This design comes from an exercise in tuning for small area on the open sky130 flow, not from production work.
Where RTL was checked, it was by simulation tests only, not by an equivalence proof against the original.
No activity file was given, so power comes from the tool's default toggle rates.

==> flow/design.v <==
module FIFO #(parameter WIDTH=16,DEPTH=32)(
            input clk,rst,
            input [WIDTH-1:0]data_in,
            input wr,rd,
            output reg[WIDTH-1:0]data_out,
            output reg empty,
            output reg full
            );
localparam AW=$clog2(DEPTH);
reg [AW-1:0] idx;
reg [WIDTH-1:0] mem[DEPTH-1:0];
wire do_wr = wr & !full & !(rd & empty);
wire do_rd = rd & !empty & !(wr & full);
reg [WIDTH-1:0] rdata;
integer k;
always @* begin
  rdata = {WIDTH{1'b0}};
  for (k = 0; k < DEPTH; k = k + 1)
    rdata = rdata | (mem[k] & {WIDTH{idx == k}});
end
always @(posedge clk)
  if (do_wr) begin
    mem[0] <= data_in;
    for (k = 1; k < DEPTH; k = k + 1)
      mem[k] <= mem[k-1];
  end
always @(posedge clk or negedge rst)
begin
  if (!rst) begin
    data_out <= 0;
    idx <= {AW{1'b1}};
    empty <= 1'b1;
    full <= 1'b0;
  end else begin
    if (do_rd)
      data_out <= rdata;
    if (do_wr & !do_rd) begin
      idx <= idx + 1'b1;
      empty <= 1'b0;
      full <= (idx == DEPTH-2);
    end else if (do_rd & !do_wr) begin
      idx <= idx - 1'b1;
      full <= 1'b0;
      empty <= (idx == 0);
    end
  end
end
endmodule
export LEC_CHECK = 0
export CAP_MARGIN = 20
export CORE_MARGIN = 2
export CORE_UTILIZATION = 40
export SLEW_MARGIN = 20
create_clock -name core_clock -period 5.0 [get_ports {clk}]
standard.sh (not shown) runs the stock make flow with config.mk's settings and CLKGATE_MAP_FILE= SYNTH_SCRIPT=/design/flow/synth_recipe.tcl, a recipe that flattens the netlist after the stock synthesis.
==> flow/flow/run.sh <==
#!/bin/bash
# Standard ORFS flow (the standard.sh) with:
#  - an area-oriented ABC script in synthesis (flow/synth.tcl, flow/area.abc)
#  - CTS with larger sink clusters of clkbuf_8 and no dummy loads
#  - port buffers made with buf_1
D=$(pwd)
export MY_ABC_SCRIPT=$D/flow/area.abc
export CTS_ARGS="-sink_clustering_enable -repair_clock_nets -dont_use_dummy_load -buf_list {sky130_fd_sc_hd__clkbuf_8} -sink_clustering_size 16 -sink_clustering_max_diameter 60"
export BUFFER_PORTS_ARGS="-buffer_cell sky130_fd_sc_hd__buf_1"
bash standard.sh SYNTH_SCRIPT=$D/flow/synth.tcl finish > $D/flow.log 2>&1
==> flow/flow/area.abc <==
strash
&get -n
&fraig -x
&put
scorr
dc2
strash
&get -n
&dch -f
&nf -R 1000
&put
==> flow/flow/synth.tcl <==
# The standard flow's synthesis (synth_recipe.tcl) with the ABC script swapped for an
# area-oriented one; everything else, including dfflibmap, is unchanged.
proc synth {args} { yosys synth -nofsm -noshare {*}$args }
proc my_abc_args {a} {
  set i [lsearch -exact $a -script]
  return [lreplace $a [expr {$i+1}] [expr {$i+1}] $::env(MY_ABC_SCRIPT)]
}
set f [open $::env(SCRIPTS_DIR)/synth.tcl r]; set s [read $f]; close $f
set s [string map [list {log_cmd abc {*}$abc_args} {log_cmd abc {*}[my_abc_args $abc_args]}] $s]
set f [open $::env(OBJECTS_DIR)/synth_patched.tcl w]; puts $f $s; close $f
source $::env(OBJECTS_DIR)/synth_patched.tcl
# left out here: clear keep_hierarchy, flatten, clean up, hide names made inside functions, write 1_2_yosys.v
Edit:
==> flow/design.v (replaced) <==
module FIFO #(parameter WIDTH=16,DEPTH=32)(
            input clk,rst,
            input [WIDTH-1:0]data_in,
            input wr,rd,
            output reg[WIDTH-1:0]data_out,
            output empty,
            output reg full
            );
localparam AW=$clog2(DEPTH);
reg [AW-1:0] nidx;
wire [AW-1:0] idx = ~nidx;
reg nempty;
assign empty = !nempty;
reg [WIDTH-1:0] mem[DEPTH-1:0];
wire do_wr = wr & !full & !(rd & empty);
wire do_rd = rd & nempty & !(wr & full);
reg [WIDTH-1:0] rdata;
integer k;
always @* begin
  rdata = {WIDTH{1'b0}};
  for (k = 0; k < DEPTH; k = k + 1)
    rdata = rdata | (mem[k] & {WIDTH{idx == k}});
end
always @(posedge clk)
  if (do_wr) begin
    mem[0] <= data_in;
    for (k = 1; k < DEPTH; k = k + 1)
      mem[k] <= mem[k-1];
  end
always @(posedge clk or negedge rst)
begin
  if (!rst) begin
    data_out <= 0;
    nidx <= {AW{1'b0}};
    nempty <= 1'b0;
    full <= 1'b0;
  end else begin
    if (do_rd)
      data_out <= rdata;
    if (do_wr & !do_rd) begin
      nidx <= nidx - 1'b1;
      nempty <= 1'b1;
      full <= (idx == DEPTH-2);
    end else if (do_rd & !do_wr) begin
      nidx <= nidx + 1'b1;
      full <= 1'b0;
      nempty <= (idx != 0);
    end
  end
end
endmodule
The changed run went through all stages and came out clean.
Routed wire length shrinks slightly.
Sequential share of layout area shrinks by 0.38 points.
Total power grows by roughly a tenth.
Hold slack improves by 0.017 ns.
Sequential cell count is unchanged.
Sequential power grows by roughly a tenth.
Maximum frequency grows by roughly a tenth.
Worst setup slack improves by 0.34 ns.
Combinational power grows by about a fifth.
Final cell count is about the same.
Register-to-register slack improves by 0.34 ns.
The RTL of the second run of this note was laid out without a check of its function.

[re-timing with driven ports]
Ports are ideal in the flow. The routed layouts listed here were re-timed in OpenROAD. Step 1: set_driving_cell puts a clkbuf_16 on clk and a buf_2 on each other input, an assumption about the parent block. Step 2 also shifts input and output timing later by t, the mid clock arrival at the registers, as if the neighbouring blocks saw the same clock. a / b / c = no drivers / after step 1 / after step 2; a / b = the first two.
| run | t, ns | setup WS [ns] | worst setup path at the end | clock arrival spread, ns | cell pins on the clock port's net |
|---|---|---|---|---|---|
| the first run | 0.663 | 1.607 / 1.607 / 1.607 | register to register | 0.052 / 0.053 | 1 |
| the second run | 0.635 | 1.950 / 1.950 / 1.387 | input to register | 0.052 / 0.051 | 1 |
After both steps every run listed still meets setup and hold. For the second run, which loses most, drivers alone change the setup slack by 0.000 ns; drivers and shift together by -0.563 ns.
